From an optimization exercise on the open Yosys and OpenROAD flow, aimed at small area, a short achievable clock period and few clock cycles; shortcuts taken in it are not production practice. RTL that was checked went through simulation tests only; none was proved equivalent to the original.

## before
==> flow/design.v <==
module cpu(clk, reset, read_data, datapath_out, mem_cmd, mem_addr);
  input clk, reset;
  input [15:0] read_data;
  output [15:0] datapath_out;
  output reg [1:0] mem_cmd;   
  output reg [8:0] mem_addr;
  reg [15:0] R [0:7];
  reg [15:0] w1;        
  reg [2:0]  w1b;       
  reg [7:0]  w1a;       
  reg        v1;        
  reg [15:0] ir;
  reg [2:0]  irb;       
  reg        sn, sl, sr, sa;  
  reg        oi, om, oa, on, ov;  
  reg        wd;        
  reg [2:0]  wn;        
  reg        ex;        
  reg        mo;        
  reg        fe;        
  reg        irv;       
  reg [15:0] A, B;
  reg [8:0]  ma;
  reg        mab;       
  reg        inflight;  
  reg        ldwb;      
  reg [2:0]  ld_rd;
  reg        halted;
  reg [8:0]  pc;        
  wire [2:0] opcode = ir[15:13];
  wire [1:0] op     = ir[12:11];
  wire [1:0] sh     = ir[4:3];
  wire is_ldr = opcode == 3'b011;
  wire is_str = opcode == 3'b100;
  wire is_hlt = opcode == 3'b111;
  wire exec   = ex;
  wire memop  = mo;
  wire [15:0] sb = ({16{sn}} & B) | ({16{sl}} & {B[14:0], 1'b0}) |
                   ({16{sr | sa}} & {1'b0, B[15:1]}) | {sa & B[15], 15'b0};
  wire [15:0] sum;
  pfx_add #(16) add16 (.a(A), .b(sb), .s(sum));
  reg [15:0] res;
  wire nl = ~ldwb;
  always_comb
    res = ({16{oi & nl}} & {{8{ir[7]}}, ir[7:0]}) | ({16{om & nl}} & sb) |
          ({16{oa & nl}} & sum) | ({16{on & nl}} & (A & sb)) | ({16{ov & nl}} & ~sb) |
          ({16{ldwb}} & read_data);
  wire       wr   = wd;
  wire [2:0] wnum = wn;
  wire        wx    = exec & wr;
  wire        we    = ldwb | wx;
  wire [2:0]  waddr = ldwb ? ld_rd : wnum;
  wire [15:0] wdata = res;
  always_ff @(posedge clk) begin
    if (we) R[waddr] <= wdata;
  end
  wire adv  = ~irv | exec;    
  wire take = ~v1 | adv;      
  wire fetch = fe;
  assign datapath_out = B;
  always_comb mem_addr = memop ? ma : pc;
  wire [2:0] sela = w1[10:8];
  wire [2:0] selb = w1b;
  wire hitxa = wx & (wnum == sela);
  wire hitxb = wx & (wnum == selb);
  wire hitla = ldwb & (ld_rd == sela);
  wire hitlb = ldwb & (ld_rd == selb);
  wire [7:0] oha = w1a;
  wire [7:0] ohb = 8'b1 << selb;
  reg [15:0] ra, rb;
  integer k;
  always_comb begin
    ra = 16'b0;
    rb = 16'b0;
    for (k = 0; k < 8; k = k + 1) begin
      ra = ra | ({16{oha[k]}} & R[k]);
      rb = rb | ({16{ohb[k]}} & R[k]);
    end
  end
  wire [8:0] ma_r;
  pfx_add #(9) addr_r (.a(ra[8:0]), .b({{4{w1[4]}}, w1[4:0]}), .s(ma_r));
  wire hla = ldwb & (ld_rd == ir[10:8]);
  wire hlb = ldwb & (ld_rd == irb);
  wire [8:0] ma_h;
  pfx_add #(9) addr_h (.a(A[8:0]), .b({{4{ir[4]}}, ir[4:0]}), .s(ma_h));
  always_ff @(posedge clk) begin
    if (adv) begin
      ir  <= w1;
      irb <= w1b;
      sn  <= w1[4:3] == 2'b00;
      sl  <= w1[4:3] == 2'b01;
      sr  <= w1[4:3] == 2'b10;
      sa  <= w1[4:3] == 2'b11;
      oi  <= w1[15:13] == 3'b110 && w1[12:11] == 2'b10;
      om  <= w1[15:13] == 3'b110 && w1[12:11] != 2'b10;
      oa  <= w1[15:13] != 3'b110 && w1[12:11] == 2'b00;
      on  <= w1[15:13] != 3'b110 && w1[12:11] == 2'b10;
      ov  <= w1[15:13] != 3'b110 && w1[11];
      wd  <= (w1[15:13] == 3'b110 && (w1[12:11] == 2'b10 || w1[12:11] == 2'b00)) ||
             (w1[15:13] == 3'b101 && w1[12:11] != 2'b01);
      wn  <= (w1[15:13] == 3'b110 && w1[12:11] == 2'b10) ? w1[10:8] : w1[7:5];
      A   <= (hitxa | hitla) ? res : ra;
      B   <= (hitxb | hitlb) ? res : rb;
      ma  <= ma_r;
      mab <= hitxa | hitla;
    end else begin
      if (hla) A <= read_data;
      if (hlb) B <= read_data;
      if (mab) ma <= ma_h;
      mab <= hla;
    end
    if (take) begin
      w1  <= read_data;
      w1b <= (read_data[14] | read_data[13]) ? read_data[2:0] : read_data[7:5];
      w1a <= 8'b1 << read_data[10:8];
    end
    ld_rd <= wnum;
  end
  wire mab_n = adv ? (hitxa | hitla) : hla;
  wire mem_n = adv ? (w1[15:13] == 3'b011 || w1[15:13] == 3'b100) : (is_ldr | is_str);
  wire [15:0] ir_n = adv ? w1 : ir;
  wire [15:0] w1_n = take ? read_data : w1;
  wire irv_n    = adv ? v1 : irv;
  wire v1_n     = take ? inflight : v1;
  wire ldwb_n   = memop & is_ldr;
  wire halted_n = halted | (exec & is_hlt);
  wire ex_n     = irv_n & ~ldwb_n & ~halted_n & ~(mab_n & mem_n);
  wire mo_n     = irv_n & ~ldwb_n & ~halted_n & ~mab_n & mem_n;
  wire wd_n     = adv ? ((w1[15:13] == 3'b110 && (w1[12:11] == 2'b10 || w1[12:11] == 2'b00)) ||
                         (w1[15:13] == 3'b101 && w1[12:11] != 2'b01)) : wd;
  wire [2:0] wn_n = adv ? ((w1[15:13] == 3'b110 && w1[12:11] == 2'b10) ? w1[10:8] : w1[7:5]) : wn;
  wire [8:0] pc_n = fetch ? pc + 9'd1 : pc;
  wire stall_n  = (v1_n & fetch & ex_n & wd_n & (wn_n == w1_n[10:8]) &
                   (w1_n[15:13] == 3'b011 || w1_n[15:13] == 3'b100)) |
                  (v1_n & ldwb_n & (wn == ir_n[10:8]) & (ir_n[15:13] == 3'b011 || ir_n[15:13] == 3'b100));
  wire fe_n     = ~mo_n & ~halted_n & ~stall_n & ~(pc_n[8] & (fetch | v1_n | irv_n));
  always_ff @(posedge clk) begin
    if (reset) begin
      pc       <= 9'd0;
      v1       <= 1'b0;
      irv      <= 1'b0;
      inflight <= 1'b0;
      ldwb     <= 1'b0;
      halted   <= 1'b0;
      ex       <= 1'b0;
      mo       <= 1'b0;
      fe       <= 1'b1;
      mem_cmd  <= 2'b01;
    end else begin
      fe       <= fe_n;
      mem_cmd  <= mo_n ? ((ir_n[15:13] == 3'b100) ? 2'b10 : 2'b01) : (fe_n ? 2'b01 : 2'b00);
      ex <= ex_n;
      mo <= mo_n;
      if (fetch) pc <= pc + 9'd1;
      inflight <= fetch;
      if (take) v1 <= inflight;
      if (adv) irv <= v1;
      ldwb <= memop & is_ldr;
      if (exec & is_hlt) halted <= 1'b1;
    end
  end
endmodule
module pfx_add #(parameter W = 16) (a, b, s);
  input  [W-1:0] a, b;
  output [W-1:0] s;
  parameter L = 4;  
  wire [W-1:0] g [0:L];
  wire [W-1:0] p [0:L];
  assign g[0] = a & b;
  assign p[0] = a ^ b;
  genvar k, i;
  generate
    for (k = 0; k < L; k = k + 1) begin : lvl
      for (i = 0; i < W; i = i + 1) begin : bit_
        if (i >= (1 << k)) begin : c
          assign g[k+1][i] = g[k][i] | (p[k][i] & g[k][i-(1<<k)]);
          assign p[k+1][i] = p[k][i] & p[k][i-(1<<k)];
        end else begin : n
          assign g[k+1][i] = g[k][i];
          assign p[k+1][i] = p[k][i];
        end
      end
    end
  endgenerate
  assign s = p[0] ^ {g[L][W-2:0], 1'b0};
endmodule
clock: 6.0 ns
lec_check: 0
abc_area: 1
cap_margin: 20
core_margin: 2
core_utilization: 40
cts_cluster_diameter: 150
cts_cluster_size: 22
setup_slack_margin: 3.0
slew_margin: 20
run.sh (not shown) runs the stock make flow with config.mk's settings and CLKGATE_MAP_FILE= SYNTH_SCRIPT=/design/flow/synth_recipe.tcl, a recipe that flattens the netlist after the stock synthesis.
Looking at the reports, before completed the entire flow and the layout it produced met the timing, design-rule and antenna checks.
Relative to before, the following input files were edited for after:
--- a/flow/design.v
+++ b/flow/design.v
@@ -13,5 +13,4 @@
   reg [2:0]  irb;       
   reg        sn, sl, sr, sa;  
-  reg        oi, om, oa, on, ov;  
   reg        wd;        
   reg [2:0]  wn;        
@@ -41,9 +40,14 @@
   pfx_add #(16) add16 (.a(A), .b(sb), .s(sum));
   reg [15:0] res;
-  wire nl = ~ldwb;
-  always_comb
-    res = ({16{oi & nl}} & {{8{ir[7]}}, ir[7:0]}) | ({16{om & nl}} & sb) |
-          ({16{oa & nl}} & sum) | ({16{on & nl}} & (A & sb)) | ({16{ov & nl}} & ~sb) |
-          ({16{ldwb}} & read_data);
+  always_comb begin
+    if (opcode == 3'b110)
+      res = (op == 2'b10) ? {{8{ir[7]}}, ir[7:0]} : sb;
+    else
+      case (op)
+        2'b00:   res = sum;
+        2'b10:   res = A & sb;
+        default: res = ~sb;
+      endcase
+  end
   wire       wr   = wd;
   wire [2:0] wnum = wn;
@@ -51,5 +55,5 @@
   wire        we    = ldwb | wx;
   wire [2:0]  waddr = ldwb ? ld_rd : wnum;
-  wire [15:0] wdata = res;
+  wire [15:0] wdata = ldwb ? read_data : res;
   always_ff @(posedge clk) begin
     if (we) R[waddr] <= wdata;
@@ -92,14 +96,9 @@
       sr  <= w1[4:3] == 2'b10;
       sa  <= w1[4:3] == 2'b11;
-      oi  <= w1[15:13] == 3'b110 && w1[12:11] == 2'b10;
-      om  <= w1[15:13] == 3'b110 && w1[12:11] != 2'b10;
-      oa  <= w1[15:13] != 3'b110 && w1[12:11] == 2'b00;
-      on  <= w1[15:13] != 3'b110 && w1[12:11] == 2'b10;
-      ov  <= w1[15:13] != 3'b110 && w1[11];
       wd  <= (w1[15:13] == 3'b110 && (w1[12:11] == 2'b10 || w1[12:11] == 2'b00)) ||
              (w1[15:13] == 3'b101 && w1[12:11] != 2'b01);
       wn  <= (w1[15:13] == 3'b110 && w1[12:11] == 2'b10) ? w1[10:8] : w1[7:5];
-      A   <= (hitxa | hitla) ? res : ra;
-      B   <= (hitxb | hitlb) ? res : rb;
+      A   <= hitxa ? res : (hitla ? read_data : ra);
+      B   <= hitxb ? res : (hitlb ? read_data : rb);
       ma  <= ma_r;
       mab <= hitxa | hitla;
==> comparison <==
Delta (after minus before): sequential share of layout area decreased by 2.5 points relative to the old numbers; total number of multi-input combinational cells increased about 12%; largest clock skew in the final design moved down; length in cells of the worst reg-to-reg path has increased. after vs before, clock period minus worst slack went down by 0.11 ns. Comparing placement row count for before and after, the bigger number came from after. Run comparison: after library cell contributing the largest single delay on the critical path sky130_fd_sc_hd__edfxtp_1; before library cell contributing the largest single delay on the critical path sky130_fd_sc_hd__inv_1. before → after: total vias in the final route rose 565, sink count of the clock tree saw a decrease, core utilization shows an increase of 0.54 points, routed wire length dropped about 1.4%.
Testbench counts of after, summed over its fixed seeds: cycles 9,929.
Function not checked in before: the RTL went through the layout flow alone.

[separate check: timing with driven ports]
The results above use ideal ports. As a check the final layouts listed here were re-extracted and re-timed, cells and wires unchanged. Step 1 sets driving cells, clkbuf_16 on the clock port and buf_2 on the other inputs (assumed; they add their load-dependent delay and slew). Step 2 moves the port delays by t, midway between the first and last clock arrival at a register: inputs arrive t later, outputs are due t later. That takes back most of the time a late clock gives input paths. Three values: ideal ports, drivers, drivers and shift; two values: the first two.
| run | t (ns) | setup slack, ns | clock arrival spread, ns | worst register clock-pin slew, ns | worst data-port slew with drivers (ns) |
|---|---|---|---|---|---|
| before | 0.556 | 3.001 / 3.001 / 2.755 | 0.051 / 0.051 | 0.11 / 0.11 | 0.03 |
| after | 0.532 | 3.108 / 3.077 / 2.901 | 0.030 / 0.030 | 0.10 / 0.10 | 0.04 |
After both steps every run listed still meets setup and hold. The setup slack of before, which loses most, moves by 0.000 ns with the drivers and by -0.246 ns with both steps.
